This design comes from an exercise in tuning for small area, a short achievable clock period and few clock cycles on the open sky130 flow, not from production work. At most, simulation tests tie the RTL to the original design; equivalence was not proved.

==> indigo: inputs <==
## mycpu_top
module mycpu_top(
       input [5:0] ext_int,   
       input aclk,
       input aresetn,    
       output  [3:0] arid,
       output  [31:0] araddr,
       output  [ 7:0] arlen,       
       output  [ 2:0] arsize,
       output  [ 1:0] arburst,     
       output  [ 1:0] arlock,      
       output  [ 3:0] arcache,     
       output  [ 2:0] arprot,      
       output         arvalid,     
       input          arready,     
       input   [ 3:0] rid,         
       input   [31:0] rdata,
       input   [ 1:0] rresp,       
       input          rlast,       
       input          rvalid,      
       output         rready,      
       output  [ 3:0] awid,        
       output  [31:0] awaddr,
       output  [ 7:0] awlen,       
       output  [ 2:0] awsize,
       output  [ 1:0] awburst,     
       output  [ 1:0] awlock,      
       output  [ 3:0] awcache,     
       output  [ 2:0] awprot,      
       output         awvalid,     
       input          awready,     
       output  [ 3:0] wid,         
       output  [31:0] wdata,
       output  [ 3:0] wstrb,
       output         wlast,       
       output         wvalid,      
       input          wready,      
       input   [ 3:0] bid,         
       input   [ 1:0] bresp,       
       input          bvalid,      
       output         bready,      
       output [31:0] debug_wb_pc,
       output [3:0] debug_wb_rf_wen,
       output [4:0] debug_wb_rf_wnum,
       output [31:0] debug_wb_rf_wdata
);
Settings: LEC_CHECK=0, CAP_MARGIN=40, CORE_MARGIN=2, CORE_UTILIZATION=40, SETUP_SLACK_MARGIN=5, SLEW_MARGIN=30; clock period 15.0 ns.
run.sh (not shown) runs the stock make flow with config.mk's settings and CLKGATE_MAP_FILE= SYNTH_SCRIPT=/design/flow/synth_recipe.tcl, a recipe that flattens the netlist after the stock synthesis.
==> harbor: changes against indigo <==
--- a/flow/design.v
+++ b/flow/design.v
@@ -1319,17 +1319,17 @@
 	wire c_sub = (ALUop == 4'b0110);
 	wire c_slt = (ALUop == 4'b0111);
 	wire c_sll = (ALUop == 4'b0011);
 	wire c_sra = (ALUop == 4'b0100);
 	wire c_srl = (ALUop == 4'b0101);
 	wire c_xor = (ALUop == 4'b1000);
 	wire        sub = ~c_add;
 	wire [32:0] sum;
-	ks_add #(.W(32), .L(5)) adder(.a(A), .b(sub ? ~B : B), .cin(sub), .sum(sum[31:0]), .cout(sum[32]));
+	ks_add #(.W(32)) adder(.a(A), .b(sub ? ~B : B), .cin(sub), .sum(sum[31:0]), .cout(sum[32]));
 	wire        less = (A[31] ^ B[31]) ? A[31] : sum[31];
 	wire [31:0] shift_l = B << A[4:0];
 	wire [31:0] shift_r_logical = B >> A[4:0];
 	wire [31:0] shift_r = shift_r_logical | ((B[31]) ? ~(32'hffffffff >> A[4:0]) : 32'd0);
 	assign Result = ({32{c_and}} & (A & B)) |
 	                ({32{c_or}}  & (A | B)) |
 	                ({32{c_add | c_sub}} & sum[31:0]) |
 	                ({32{c_slt}} & {31'b0, less}) |
@@ -1337,23 +1337,24 @@
 	                ({32{c_sra}} & shift_r) |
 	                ({32{c_srl}} & shift_r_logical) |
 	                ({32{c_xor}} & (A ^ B));
 	assign CarryOut = (c_add & sum[32]) | (c_sub & ~sum[32]);
 	wire ovf = (A[31] == (B[31] ^ sub)) & (sum[31] != A[31]);
 	assign Overflow = (c_add | c_sub) & ovf;
 	assign Zero = (Result == 0);
 endmodule
-module ks_add #(parameter W = 32, parameter L = 5) (   
+module ks_add #(parameter W = 32) (
 	input  [W-1:0] a,
 	input  [W-1:0] b,
 	input          cin,
 	output [W-1:0] sum,
 	output         cout
 );
+	localparam L = $clog2(W);
 	wire [W-1:0] g [0:L];
 	wire [W-1:0] p [0:L];
 	assign g[0] = (a & b) | {{(W-1){1'b0}}, (a[0] ^ b[0]) & cin};
 	assign p[0] = a ^ b;
 	genvar l, k;
 	generate
 		for (l = 0; l < L; l = l + 1) begin : lvl
 			for (k = 0; k < W; k = k + 1) begin : bt
@@ -1439,17 +1440,17 @@
     wire [99:0] c1 = csa(b1[99:50], b2[49:0], b2[99:50]);
     wire [99:0] c2 = csa(b3[49:0], b3[99:50], row[18]);
     wire [99:0] d0 = csa(c0[49:0], c0[99:50], c1[49:0]);
     wire [99:0] d1 = csa(c1[99:50], c2[49:0], c2[99:50]);
     wire [99:0] e0 = csa(d0[49:0], d0[99:50], d1[49:0]);
     wire [99:0] f0 = csa(e0[49:0], e0[99:50], d1[99:50]);
     wire [49:0] m;
     wire        m_co;
-    ks_add #(.W(50), .L(6)) fin(.a(f0[49:0]), .b(f0[99:50]), .cin(1'b0), .sum(m), .cout(m_co));
+    ks_add #(.W(50)) fin(.a(f0[49:0]), .b(f0[99:50]), .cin(1'b0), .sum(m), .cout(m_co));
     always @(posedge mul_clk) begin
         if (first)
             p1 <= m;
         if (second)
             r <= {m[47:0], p1[15:0]};
     end
     assign result = r;
 endmodule
@@ -1485,24 +1486,24 @@
     wire y_minus = div_signed & y[31];
     wire [31:0] dividend_pos;
     wire [63:0] first_next;
     wire [32:0] neg_divider = {1'b1, y_minus ? y : ~y};
     wire [32:0] first_sum;
     wire        first_co, sum_co;
     assign dividend_pos = x_minus ? ~x+1'b1 : x;
     wire   dividend_pos31 = x_minus ? (x[30:0] == 31'd0) : x[31];
-    ks_add #(.W(33), .L(6)) first_add(.a({32'd0, dividend_pos31}), .b(neg_divider), .cin(~y_minus),
+    ks_add #(.W(33)) first_add(.a({32'd0, dividend_pos31}), .b(neg_divider), .cin(~y_minus),
                                .sum(first_sum), .cout(first_co));
     assign first_next = (first_sum[32])? {31'd0, dividend_pos, 1'b0}:
                                          {first_sum[31:0], dividend_pos[30:0], 1'b1};
     wire [32:0] sum;
     wire [63:0] dividend_next;
     reg [63:0] dividend;
-    ks_add #(.W(33), .L(6)) step_add(.a(dividend[63:31]), .b(neg_divider), .cin(~y_minus),
+    ks_add #(.W(33)) step_add(.a(dividend[63:31]), .b(neg_divider), .cin(~y_minus),
                               .sum(sum), .cout(sum_co));
     assign dividend_next = (sum[32])? {dividend[62:0], 1'b0}:
                                       {sum[31:0], dividend[30:0], 1'b1};
     always @(posedge div_clk)
     begin
         if(count == 6'd0)
             dividend <= first_next;
         else
==> flow/flow/run.sh (new file) <==
#!/bin/bash
# The standard layout (the standard.sh: standard synthesis, floorplan, place, CTS, route),
# with ORFS's timing repair aiming for more setup slack than config.mk may ask for. The clock,
# its period and the constraints are the standard flow's, unchanged.
set -euo pipefail
bash standard.sh SETUP_SLACK_MARGIN=9 finish > standard.log 2>&1
==> flow/standard.sh (new file) <==
#!/bin/bash
# synth_recipe.tcl (not shown) runs the flow's synth.tcl, then flattens the netlist and writes it again
# the make line also repeats each setting of config.mk as NAME=value (left out here)
make -C /OpenROAD-flow-scripts/flow DESIGN_CONFIG=/design/flow/config.mk WORK_HOME=/design/flow/orfs CLKGATE_MAP_FILE= SYNTH_SCRIPT=/design/flow/synth_recipe.tcl "${@:-finish}"
==> flow/config.mk (replaced) <==
export PLATFORM = sky130hd
export DESIGN_NAME = mycpu_top
export DESIGN_NICKNAME = mycpu_top
export VERILOG_FILES = /design/flow/design.v
export SDC_FILE = /design/flow/constraint.sdc
export NUM_CORES = 4
export LEC_CHECK = 0
export CAP_MARGIN = 40
export CORE_MARGIN = 2
export CORE_UTILIZATION = 40
export SLEW_MARGIN = 30
removed: flow/run.sh
==> summary of the runs <==
- In harbor the critical path depth is lower than in indigo, by 3.
- indigo finished with timing, DRC and antenna clean. harbor finished clean.
- Between harbor and indigo, the lower hold slack is in harbor (gap 0.0037 ns).
- Of indigo and harbor, indigo has the higher clock skew (gap 0.022 ns).
- Between harbor and indigo, the lower via count is in indigo (gap 6.8%, measured against indigo).
- Sequential cell count is the same in indigo and harbor.
- In die area, indigo and harbor do not differ.
- In harbor the setup slack is better than in indigo, by 2.2 ns.
Testbench counts of indigo, summed over its fixed seeds: cycles 213,787.
Function not checked in harbor: the RTL went through the layout flow alone.

---

==> job 1582: inputs <==
Starting RTL as in the previous note.
Settings: LEC_CHECK=0, CAP_MARGIN=20, CORE_MARGIN=2, CORE_UTILIZATION=40, SLEW_MARGIN=20; clock period 15.0 ns.
standard.sh (not shown) runs the stock make flow with config.mk's settings and CLKGATE_MAP_FILE= SYNTH_SCRIPT=/design/flow/synth_recipe.tcl, a recipe that flattens the netlist after the stock synthesis.
==> flow/flow/run.sh <==
#!/bin/bash
# The standard layout (the standard.sh: standard synthesis, floorplan, place, CTS, route),
# with ORFS's timing repair aiming for more setup slack than config.mk may ask for. The clock,
# its period and the constraints are the standard flow's, unchanged.
set -euo pipefail
bash standard.sh SETUP_SLACK_MARGIN=9 finish > standard.log 2>&1
==> inputs of job 8867, as changes to job 1582 <==
- CAP_MARGIN: 20 -> 40
- SLEW_MARGIN: 20 -> 30
==> metrics.md <==
| Metric | Value |
|---|---|
| Outcome | `timing/DRC/antenna clean` |
| 1st-iter DRT viols | `22878` |
| Total Routing Usage GR | `0.3651` |
| WP data required | `15.63 ns` |
| Placed cell area | `0.1543 mm2` |
| Routed Wire Length | `705600 um` |
| Period Utilization, post-route | `0.4905` |
| Initial antenna violation count | `79` |
| TritonCTS buffer count | `234` |
| Non-clk buf share | `0.08741` |
| R2r startpoint | `read_data1_ex[13]` |
| Met3 wire length | `120100 um` |
| Multi-In Gates | `9342` |
| Non-CTS inverters | `810` |
| R2r setup slk | `7.64 ns` |
| Met1 GRT Util | `0.4613` |
| Count of non-CTS buffers in the layout | `1311` |
| Maximum number of pins on one net before global-route repair | `129` |
| Minimum clock period | `7.358 ns` |
the above is filed under job 1582

==> metrics.md <==
| Metric | Value |
|---|---|
| Outcome | `timing/DRC/antenna clean` |
| Period Utilization, post-route | `0.4931` |
| Minimum clock period | `7.396 ns` |
| WP data required | `15.60 ns` |
| 1st-iter DRT viols | `23732` |
| Antenna diodes | `95` |
| Multi-In Gates | `9334` |
| Placed cell area | `0.1550 mm2` |
| Met3 wire length | `119800 um` |
| R2r startpoint | `WB_valid` |
| CTS H-tree depth | `4` |
| Non-clk buf share | `0.09713` |
| Non-CTS inverters | `809` |
| Maximum number of pins on one net before global-route repair | `81` |
| Initial antenna violation count | `93` |
| R2r setup slk | `7.60 ns` |
| Met1 GRT Util | `0.4658` |
| Final instance area | `0.1788 mm2` |
the above is filed under job 8867

Testbench counts of job 1582, summed over its fixed seeds: cycles 213,787.
Testbench counts of job 8867, summed over its fixed seeds: cycles 213,787.

## what the ideal ports hide
The flow's constraints put no driver on any port. The routed layouts listed below were extracted and timed again, unchanged, in two steps.
Step 1: set_driving_cell puts a clkbuf_16 on aclk and a buf_2 on each other input, an assumption about the parent block.
Step 2 moves the port delays by t, midway between the first and last clock arrival at a register: inputs arrive t later, outputs are due t later. That takes back most of the time a late clock gives input paths.
Slacks: ideal / step 1 / step 2; pairs: ideal / step 1.
run | shift t [ns] | setup WS [ns] | worst data-port slew with drivers (ns)
indigo | 1.032 | 5.417 / 5.417 / 4.938 | 0.11
harbor | 1.014 | 7.604 / 7.604 / 7.604 | 0.09
job 1582 | 1.022 | 7.642 / 7.642 / 7.642 | 0.09
job 8867 | 1.014 | 7.604 / 7.604 / 7.604 | 0.09
After both steps setup and hold are still met in every run listed. The setup slack of indigo, which loses most, moves by 0.000 ns with the drivers and by -0.479 ns with both steps.
